This is an optimization exercise on Yosys and OpenROAD, whose aim is small area and a short achievable clock period, not a production implementation.
No functional check of the RTL was part of any run shown here.

## flow/design.v (module list and top-level ports; edited modules follow where they fit)
// module wcopy: 7 lines
// module systolic_array: 1404 lines
module systolic_array #(
    parameter M           = 5,
    parameter N           = 3,
    parameter K           = 4,
    parameter DATA_WIDTH  = 32
) (
    input clk,
    input rst_n,
    input [DATA_WIDTH*M-1:0] X,
    input [DATA_WIDTH*K-1:0] W,
    output reg [DATA_WIDTH*M*K-1:0] Y,
    output done
);
  // ...
==> flow/flow/run.sh <==
#!/bin/bash
# The standard layout with two changes:
#  - input and output ports are buffered with plain buffers (buf_1) instead
#    of the delay cells buffer_ports picks by default;
#  - after the standard synthesis, fa_polarity.py complements some full
#    adders (a full adder is self-dual) so that fewer inverters are needed
#    between them; registers and all other cells are unchanged.
set -euo pipefail
export BUFFER_PORTS_ARGS="-buffer_cell sky130_fd_sc_hd__buf_1"
RES=orfs/results/${FLOW_PLATFORM}/systolic_array/base
bash standard.sh synth > make_synth.log 2>&1
python3 flow/fa_polarity.py $RES/1_2_yosys.v $RES/1_2_yosys.pol.v > fa_polarity.log 2>&1
cp $RES/1_2_yosys.v 1_2_yosys.standard.v
mv $RES/1_2_yosys.pol.v $RES/1_2_yosys.v
rm -f $RES/1_synth.odb $RES/1_synth.sdc
bash standard.sh > make_layout.log 2>&1
==> flow/flow/fa_polarity.py <==
#!/usr/bin/env python3
"""Remove inverters around full adders in a mapped netlist.

A full adder is self-dual: complementing its three inputs complements both
outputs.  This script chooses, for each sky130 fa cell, whether to use it in
complemented form so that as few inverters as possible are needed, removes
the netlist's inverters (inv/clkinv) and inserts one inverter per net that
still needs a complemented copy.  Registers, ports and every other cell are
left as they are; the netlist computes the same function.

usage: fa_polarity.py IN.v OUT.v
"""
import re, sys, random, collections

src = open(sys.argv[1]).read()
cell_re = re.compile(r'^(\s*)(sky130_fd_sc_hd__\w+)\s+(\S+)\s*\((.*?)\);\s*$', re.S | re.M)
pin_re = re.compile(r'\.(\w+)\(([^()]*)\)')
OUTPINS = {'X', 'Y', 'Q', 'Q_N', 'SUM', 'COUT', 'HI', 'LO'}

m = re.search(r'^\s*module\s+(\w+)\s*\(([^)]*)\);', src, re.M)
ports = set(p.strip() for p in m.group(2).split(','))
def is_port_net(n):
    base = n.split('[')[0].strip()
    return base in ports

cells = []   # [typ, name, pins(dict pin->net), span]
for mm in cell_re.finditer(src):
    typ = mm.group(2).split('__')[1]
    pins = {p: n.strip() for p, n in pin_re.findall(mm.group(4))}
    cells.append([typ, mm.group(3), pins, mm.span()])

def is_inv(t): return re.match(r'(clk)?inv_\d+$', t) is not None
def is_fa(t): return re.match(r'fa_\d+$', t) is not None

drv = {}
for i, (t, n, pins, _) in enumerate(cells):
    for p, net in pins.items():
        if p in OUTPINS:
            drv[net] = i
# inverters we may remove: those whose output is not a port
removable = set()
for i, (t, n, pins, _) in enumerate(cells):
    if is_inv(t) and not is_port_net(pins['Y']):
        removable.add(i)

def source(net):
    par = 0
    seen = 0
    while net in drv and drv[net] in removable:
        par ^= 1
        net = cells[drv[net]][2]['A']
        seen += 1
        assert seen < 100
    return net, par

# every input pin of a kept cell: (cell, pin, source net, parity)
uses = []
for i, (t, n, pins, _) in enumerate(cells):
    if i in removable:
        continue
    for p, net in pins.items():
        if p in OUTPINS:
            continue
        if not (net.startswith('_') or net.startswith('\\') or re.match(r'[A-Za-z]', net)):
            continue  # constants
        s, par = source(net)
        uses.append((i, p, s, par))

fas = [i for i, c in enumerate(cells) if is_fa(c[0])]
flip = collections.defaultdict(int)
bysrc = collections.defaultdict(list)
for u in uses:
    bysrc[u[2]].append(u)

def netcost(s):
    d = drv.get(s)
    fd = flip[d] if d is not None else 0
    need1 = any(par ^ fd ^ flip[i] for (i, p, _, par) in bysrc[s])
    return 1 if need1 else 0

famnets = collections.defaultdict(set)
for s, us in bysrc.items():
    d = drv.get(s)
    if d is not None and is_fa(cells[d][0]):
        famnets[d].add(s)
    for (i, p, _, par) in us:
        if is_fa(cells[i][0]):
            famnets[i].add(s)

def total():
    return sum(netcost(s) for s in bysrc)

before = total()
rng = random.Random(1)
best = before
order = list(fas)
for rnd in range(40):
    rng.shuffle(order)
    changed = False
    for f in order:
        nets = famnets[f]
        b = sum(netcost(s) for s in nets)
        flip[f] ^= 1
        a = sum(netcost(s) for s in nets)
        if a < b or (a == b and rng.random() < 0.3):
            changed = changed or a < b
        else:
            flip[f] ^= 1
    cur = total()
    if cur < best:
        best = cur
        bestflip = dict(flip)
    if rnd > 10 and not changed:
        break
if best < before:
    flip = collections.defaultdict(int, bestflip)
else:
    flip = collections.defaultdict(int)
after = total()

# rewrite
newinv = {}
newwires = []
def inverted(s):
    if s not in newinv:
        k = len(newinv)
        w = f"_polinv{k}_"
        newinv[s] = w
        newwires.append(w)
    return newinv[s]

out_cells = {}
for i, (t, n, pins, span) in enumerate(cells):
    if i in removable:
        out_cells[i] = None
        continue
    np = dict(pins)
    for p, net in pins.items():
        if p in OUTPINS:
            continue
    out_cells[i] = np
for (i, p, s, par) in uses:
    d = drv.get(s)
    fd = flip[d] if d is not None else 0
    need = par ^ fd ^ flip[i]
    out_cells[i][p] = inverted(s) if need else s

def esc(v):
    return v + " " if v.startswith("\\") else v

def fmt(t, n, pins, indent):
    body = ",\n".join(f"{indent}  .{p}({esc(v)})" for p, v in pins.items())
    return f"{indent}sky130_fd_sc_hd__{t} {n} (\n{body}\n{indent});"

pieces = []
last = 0
for i, (t, n, pins, span) in enumerate(cells):
    pieces.append(src[last:span[0]])
    last = span[1]
    if out_cells[i] is None:
        continue
    # keep original formatting of the instance, only pin values change
    indent = re.match(r'\s*', src[span[0]:span[1]]).group(0).lstrip('\n')
    pieces.append("\n" + fmt(t, n, out_cells[i], indent if indent else "  "))
pieces.append(src[last:])
text = "".join(pieces)
# declarations and new inverters
decl = "".join(f"  wire {w};\n" for w in newwires)
insts = "".join(f"  sky130_fd_sc_hd__inv_1 _polinvc{k}_ (\n    .A({esc(s)}),\n    .Y({w})\n  );\n"
                for k, (s, w) in enumerate(newinv.items()))
pos = text.rfind("endmodule")
text = text[:pos] + insts + text[pos:]
# wires right after the module's port list declarations: before first cell
first = cell_re.search(text).start()
text = text[:first] + "\n" + decl + text[first:]
open(sys.argv[2], "w").write(text)
print(f"fa_polarity: {len(fas)} full adders, {sum(flip.values())} complemented; "
      f"inverters {len(removable)} removable -> {len(newinv)} inserted (cost before flips {before})",
      file=sys.stderr)
==> flow/standard.sh <==
#!/bin/bash
# synth_recipe.tcl (not shown) runs the flow's synth.tcl, then flattens the netlist and writes it again
# the make line also repeats each setting of config.mk as NAME=value (left out here)
make -C /OpenROAD-flow-scripts/flow DESIGN_CONFIG=/design/flow/config.mk WORK_HOME=/design/flow/orfs CLKGATE_MAP_FILE= SYNTH_SCRIPT=/design/flow/synth_recipe.tcl "${@:-finish}"
==> flow/config.mk <==
export PLATFORM = sky130hd
export DESIGN_NAME = systolic_array
export DESIGN_NICKNAME = systolic_array
export VERILOG_FILES = /design/flow/design.v
export SDC_FILE = /design/flow/constraint.sdc
export NUM_CORES = 8
export LEC_CHECK = 0
export ABC_AREA = 1
export CAP_MARGIN = 20
export CORE_MARGIN = 2
export CORE_UTILIZATION = 50
export CTS_CLUSTER_DIAMETER = 150
export CTS_CLUSTER_SIZE = 20
export PLACE_DENSITY = 0.6
export SETUP_SLACK_MARGIN = 5
export SLEW_MARGIN = 20
export SYNTH_HIERARCHICAL = 1
==> flow/constraint.sdc <==
create_clock -name core_clock -period 8.5 [get_ports {clk}]
set_input_delay 1.7000 -clock core_clock [delete_from_list [all_inputs] [get_ports {clk}]]
set_output_delay 1.7000 -clock core_clock [all_outputs]
set_load 0.01 [all_outputs]
==> results.cfg, run 1 <==
[cells_and_area]
reg_top3 = Y x640, wq x288
seqCellArea_um2 = 49250
layout_common_cells = nand2_1, dfxtp_1, xor2_1, inv_1, o22ai_1
multi_input_cells = 8068
num-nets-final = 15070
final_cells = 16690

[critical_path]
cpLargestDelayFamily = compound AO/OA/AOI/OAI gates
crit_type = reg2reg
required_ns = 9.22
cp.depth = 7
r2r_start = ld[2]

[global_routing]
use_met1_pct = 43.48
grt_pass1_vias = 96580
track_usage_pct = 35.16
top_usage_layer = met2

[timing]
worstMarginPinSlew_ns = 1.232
whs_ns = 0.3191
setup_tns_ns = 0
rsz0062_at_grt = yes
slew-limit-headroom_pct = 17.87
fin_skew_ns = 0.08223

[placed_design]
dpl.cell_count = 16080
post-place-ws_ns = 4.037
routabilityCongestion = 0.9594

[routing]
wl_met1_um = 170000
highest_layer = met5

[clock_network]
htreeDepth = 3
ctsResizeCount = 184
insertion_delay_ns = 0.86

[synth]
synthesis.area_um2 = 122500
avgSynthCellArea_um2 = 9.873

[die]
taps = 3202
io_pins = 931

[outcome]
status = finished clean
==> inputs of run 2 (changes only) <==
--- a/flow/design.v
+++ b/flow/design.v
@@ -80,36 +80,26 @@
         for (k = 0; k < 16; k = k + 1) begin
             b2 = x[2*k+1];
             b1 = x[2*k];
             b0 = (k == 0) ? 1'b0 : x[(k == 0) ? 0 : 2*k-1];
             btwo[k] = (b2 & ~b1 & ~b0) | (~b2 & b1 & b0);
         end
     end
 endfunction
-integer xb;
-genvar i, k;
+genvar i;
 generate
     for (i = 0; i < M; i = i + 1) begin : row
-        reg [15:0] xodd;
-        wire [31:0] xr0;
+        reg [31:0] xr0;
         wire [31:0] xr1 = Y[32*(4*i+2) +: 32];
         wire [31:0] xr2 = Y[32*(4*i+3) +: 32];
         reg [15:0] eone, etwo;       
-        for (k = 0; k < 16; k = k + 1) begin : xd
-            assign xr0[2*k+1] = xodd[k];
-            if (k == 0) begin : b0
-                assign xr0[0] = eone[0];
-            end else begin : bk
-                assign xr0[2*k] = eone[k] ^ xodd[k-1];
-            end
-        end
         wire [31:0] xr0_d = ldany ? X[32*i +: 32] : xr1;
         always @(posedge clk) begin
-            for (xb = 0; xb < 16; xb = xb + 1) xodd[xb] <= xr0_d[2*xb+1];
+            xr0 <= xr0_d;
             eone <= bone(xr0_d);
             etwo <= btwo(xr0_d);
         end
         wire [31:0] sum;
         wire [31:0] x = xr0;
         wire [31:0] w;
         wcopy wc (.clk(clk), .d(wq0_d), .q(w));
         wire uclr = clr[i];
@@ -847,16 +837,18 @@
         wire ax410 = ax403 ^ ax404;
         wire ax411 = ax405 ^ ax406;
         wire ax412 = ax407 ^ ax408;
         wire ax413 = ax409 ^ ax410;
         wire ax414 = ac160 ^ ac162;
         wire ax415 = ac284 ^ ac286;
         wire ax416 = ax411 ^ ax412;
         wire ax417 = ax413 ^ ax414;
+        wire ax418 = ax415 ^ ax416;
+        wire ax419 = ac288 ^ ac390;
         reg ra_0_0;
         reg ra_0_1;
         reg ra_0_2;
         reg ra_1_0;
         reg ra_1_1;
         reg ra_2_0;
         reg ra_2_1;
         reg ra_2_2;
@@ -971,18 +963,16 @@
         reg ra_30_0;
         reg ra_30_1;
         reg ra_30_2;
         reg ra_30_3;
         reg ra_31_0;
         reg ra_31_1;
         reg ra_31_2;
         reg ra_31_3;
-        reg ra_31_4;
-        reg ra_31_5;
         always @(posedge clk) begin
           ra_0_0 <= neg0;
           ra_0_1 <= accm[0];
           ra_0_2 <= pp0_0;
           ra_1_0 <= accm[1];
           ra_1_1 <= pp0_1;
           ra_2_0 <= neg1;
           ra_2_1 <= accm[2];
@@ -1094,22 +1084,20 @@
           ra_29_0 <= ac382;
           ra_29_1 <= ac384;
           ra_29_2 <= as385;
           ra_29_3 <= as387;
           ra_30_0 <= ac386;
           ra_30_1 <= ac388;
           ra_30_2 <= as389;
           ra_30_3 <= as391;
-          ra_31_0 <= ax415;
-          ra_31_1 <= ax416;
-          ra_31_2 <= ac288;
-          ra_31_3 <= ac390;
-          ra_31_4 <= ac392;
-          ra_31_5 <= ax417;
+          ra_31_0 <= ax417;
+          ra_31_1 <= ax418;
+          ra_31_2 <= ac392;
+          ra_31_3 <= ax419;
         end
         wire bs1 = ra_2_0 ^ ra_2_1;
         wire bc2 = ra_2_0 & ra_2_1;
         wire bs3 = ra_3_0 ^ ra_3_1;
         wire bc4 = ra_3_0 & ra_3_1;
         wire bs5 = ra_4_0 ^ ra_4_1 ^ ra_4_2;
         wire bc6 = (ra_4_0 & ra_4_1) | (ra_4_0 & ra_4_2) | (ra_4_1 & ra_4_2);
         wire bs7 = ra_5_0 ^ ra_5_1 ^ ra_5_2;
@@ -1223,22 +1211,20 @@
         wire bs115 = ra_28_3 ^ bc52 ^ bs53;
         wire bc116 = (ra_28_3 & bc52) | (ra_28_3 & bs53) | (bc52 & bs53);
         wire bs117 = ra_29_3 ^ bc54 ^ bs55;
         wire bc118 = (ra_29_3 & bc54) | (ra_29_3 & bs55) | (bc54 & bs55);
         wire bs119 = ra_30_3 ^ bc56 ^ bs57;
         wire bc120 = (ra_30_3 & bc56) | (ra_30_3 & bs57) | (bc56 & bs57);
         wire bx121 = ra_31_0 ^ ra_31_1;
         wire bx122 = ra_31_2 ^ ra_31_3;
-        wire bx123 = ra_31_4 ^ ra_31_5;
-        wire bx124 = bx121 ^ bx122;
-        wire bx125 = bx123 ^ bc58;
-        wire bx126 = bx124 ^ bx125;
+        wire bx123 = bx121 ^ bx122;
+        wire bx124 = bc58 ^ bx123;
         wire [31:0] r0 = {bc120, bc118, bc116, bc114, bc112, bc110, bc108, bc106, bc104, bc102, bc100, bc98, bc96, bc94, bc92, bc90, bc88, bc86, bc84, bc82, bc80, bc78, bc76, bc74, bc72, bc70, bc68, bc66, bc64, bc62, bc60, ra_0_2};
-        wire [31:0] r1 = {bx126, bs119, bs117, bs115, bs113, bs111, bs109, bs107, bs105, bs103, bs101, bs99, bs97, bs95, bs93, bs91, bs89, bs87, bs85, bs83, bs81, bs79, bs77, bs75, bs73, bs71, bs69, bs67, bs65, bs63, bs61, bs59};
+        wire [31:0] r1 = {bx124, bs119, bs117, bs115, bs113, bs111, bs109, bs107, bs105, bs103, bs101, bs99, bs97, bs95, bs93, bs91, bs89, bs87, bs85, bs83, bs81, bs79, bs77, bs75, bs73, bs71, bs69, bs67, bs65, bs63, bs61, bs59};
         wire [31:0] cg0 = r0 & r1;
         wire [31:0] cp0 = r0 ^ r1;
         wire sg1_1 = cg0[1] | (cp0[1] & cg0[0]);
         wire sp1_1 = cp0[1] & cp0[0];
         wire sg1_3 = cg0[3] | (cp0[3] & cg0[2]);
         wire sp1_3 = cp0[3] & cp0[2];
         wire sg1_5 = cg0[5] | (cp0[5] & cg0[4]);
         wire sp1_5 = cp0[5] & cp0[4];
==> flow/config.mk (replaced) <==
export PLATFORM = sky130hd
export DESIGN_NAME = systolic_array
export DESIGN_NICKNAME = systolic_array
export VERILOG_FILES = /design/flow/design.v
export SDC_FILE = /design/flow/constraint.sdc
export NUM_CORES = 8
export LEC_CHECK = 0
export ABC_AREA = 1
export CAP_MARGIN = 20
export CORE_MARGIN = 2
export CORE_UTILIZATION = 55
export CTS_CLUSTER_DIAMETER = 150
export CTS_CLUSTER_SIZE = 20
export PLACE_DENSITY = 0.65
export SETUP_SLACK_MARGIN = 5
export SLEW_MARGIN = 20
export SYNTH_HIERARCHICAL = 1
==> run 2 against run 1 <==
Final cell count shrank 0.86%; global-route usage rose by 2.9 points; count of clock-buffer cells in the layout fell by 3.
==> results.cfg, run 2 <==
[timing]
hold_viol_final = 0
fmaxAchievable_ghz = 0.2827
worstMarginPinSlew_ns = 1.358
slew-limit-headroom_pct = 9.450
fin_skew_ns = 0.07394
min_period_over_period_pct = 41.61
drv_slew = 0
period_minus_slack_ns = 3.537
whs_ns = 0.3178
setup_tns_ns = 0
rsz0062_at_grt = yes
setup_viol_count_final = 0

[routing]
routed_wl_um = 450600
vias = 96360
drt_first_pass_iters = 6
wl_per_cell_um = 27.23
drt-vias-per-instance = 5.823
ant_nets = 0
drcViolationCount = 0
drt_iter0_markers = 9843

[die]
io_pins = 931
die-area_um2 = 229700
start_util_pct = 55.29
die_w_um = 479.2
die_y_um = 479.2
core_area_um2 = 224700
num_rows = 174

[critical_path]
cp_max_fo = 192
endpoint_kind = register
cp-start-kind = register
arrival_ns = 4.14
required_ns = 9.10
crit_type = reg2reg

[synth]
synth.net_count = 14260
synthesis.area_um2 = 124200
syn_inst = 12520
avgSynthCellArea_um2 = 9.925
yosysWarnings = 9

[global_routing]
track_usage_pct = 38.10
grt_first_pass_wirelength_um = 645200
grt_max_degree = 193
antenna_found_initial = 42
grt-ovfl-total = 0
grt_pass1_vias = 96570

[clock_network]
cts-root-buf = clkbuf_16
cts_inserted_buffers = 119
htreeDepth = 3
cts.sinks = 2197
clk_pin_slew_ns = 0.10
insertion_delay_ns = 0.86
ctsLongestPathBuffers = 3
tritoncts = yes

[cells_and_area]
stdcell_area_um2 = 138600
area_growth_pct = 11.57
largest_register = Y
num-nets-final = 15160
reg_top3 = Y x640, wq x288
largest_reg_flops = 640
layout_commonest_cell = nand2_1
layout_common_cells = nand2_1, inv_1, dfxtp_1, xor2_1, o22ai_1
fillCellCount = 19120
final_cells = 16550
drive_above_1_share_pct = 8.642

[placed_design]
portBuffers = 930
routabilityCongestion = 0.9438
hpwl_um = 322800
postPlaceCellArea_um2 = 130600
dpl.cell_count = 15950

[hold_path]
min_path_type = reg2reg

[job]
drv_cap = 0

[outcome]
status = finished clean
run 2: final timing paths:
check	startpoint	to	slack, ns	cells after the start
setup reg to reg	ld[2]	row[1].wc.q[17]	4.96	5
max in group asynchronous	rst_n	ld[0]	7.44	2
hold reg to reg	wq[2][21]	wq[1][21]	0.32	0
min in group asynchronous	rst_n	done_q	0.81	2
setup / recovery	ld[2]	row[1].wc.q[17]	4.96	5
hold / removal	wq[2][21]	wq[1][21]	0.32	0
run 2: worst max-delay path: stages (launching register included):
cell and delay, ns:
dfrtp_2 0.41, buf_6 0.24, nor2_4 0.42, buf_12 0.72, o21ai_0 0.34, o22ai_4 1.02
run 2: through the flow:
stage / utilization [%] / worst slack, ns
floorplan: - / 5.120
global placement: 58.07 / 4.039
detailed placement: 58.12 / 4.072
CTS: 60.39 / 4.930
global route: 61.63 / 4.896
finish: 61.68 / 4.963
run 2: area by class of cell:
type,instances,area (um2),area share (%)
Multi-Input combinational cell,7982,66010,47.63
Timing Repair Buffer,1411,7819,5.642
Sequential cell,2197,50540,36.46
Timing Repair inverter,27,141.4,0.1020
Tap cell,2992,3744,2.701
Antenna cell,63,157.7,0.1138
Clock buffer,197,3271,2.360
Clock inverter,8,173.9,0.1255
Inverter,1671,6738,4.862
run 2: timing repair:
item	4_1_cts	5_1_grt
gates cloned	20	16
hold endpoints to repair	0	0
setup endpoints to repair	397	343
hold buffers	0	0
pin swaps	8	21
setup buffers	116	173
gates resized for setup	158	232
run 2: routing by layer:
| metal | share of wire [%] | vias up | wire length [um] | global-route usage [%] |
|---|---|---|---|---|
| li1 | - | 42120 | - | - |
| met1 | 38 | 47750 | 169800 | 48.02 |
| met2 | 46 | 5297 | 209200 | 61.40 |
| met3 | 9.4 | 1173 | 42250 | 8.050 |
| met4 | 6.5 | 14 | 29380 | 20.95 |
| met5 | 0.020 | - | 89 | 0 |

separate check: timing with driven ports:
How much do the figures lean on ideal ports? The routed layouts below were timed once more, with nothing changed but the port constraints.
Step 1 (the two cells are an assumption about what drives the block):
set clk [get_ports {clk}]
set_driving_cell -lib_cell sky130_fd_sc_hd__clkbuf_16 $clk
set_driving_cell -lib_cell sky130_fd_sc_hd__buf_2 [delete_from_list [all_inputs] $clk]
Step 2 adds t to the input delays and takes it off the output delays; t is the mean of the earliest and latest rising clock arrival at the registers after step 1. Input paths then give back, and output paths get back, about the clock's delay inside the block.
a / b / c = no drivers / after step 1 / after step 2; a / b = the first two.
run | t, ns | setup WS [ns] | worst setup path at the end | cell pins on the clock port's net
run 1 | 0.934 | 4.797 / 4.797 / 4.797 | register to register | 1
run 2 | 0.908 | 4.963 / 4.939 / 4.963 | register to register | 1
After both steps every run listed still meets setup and hold.
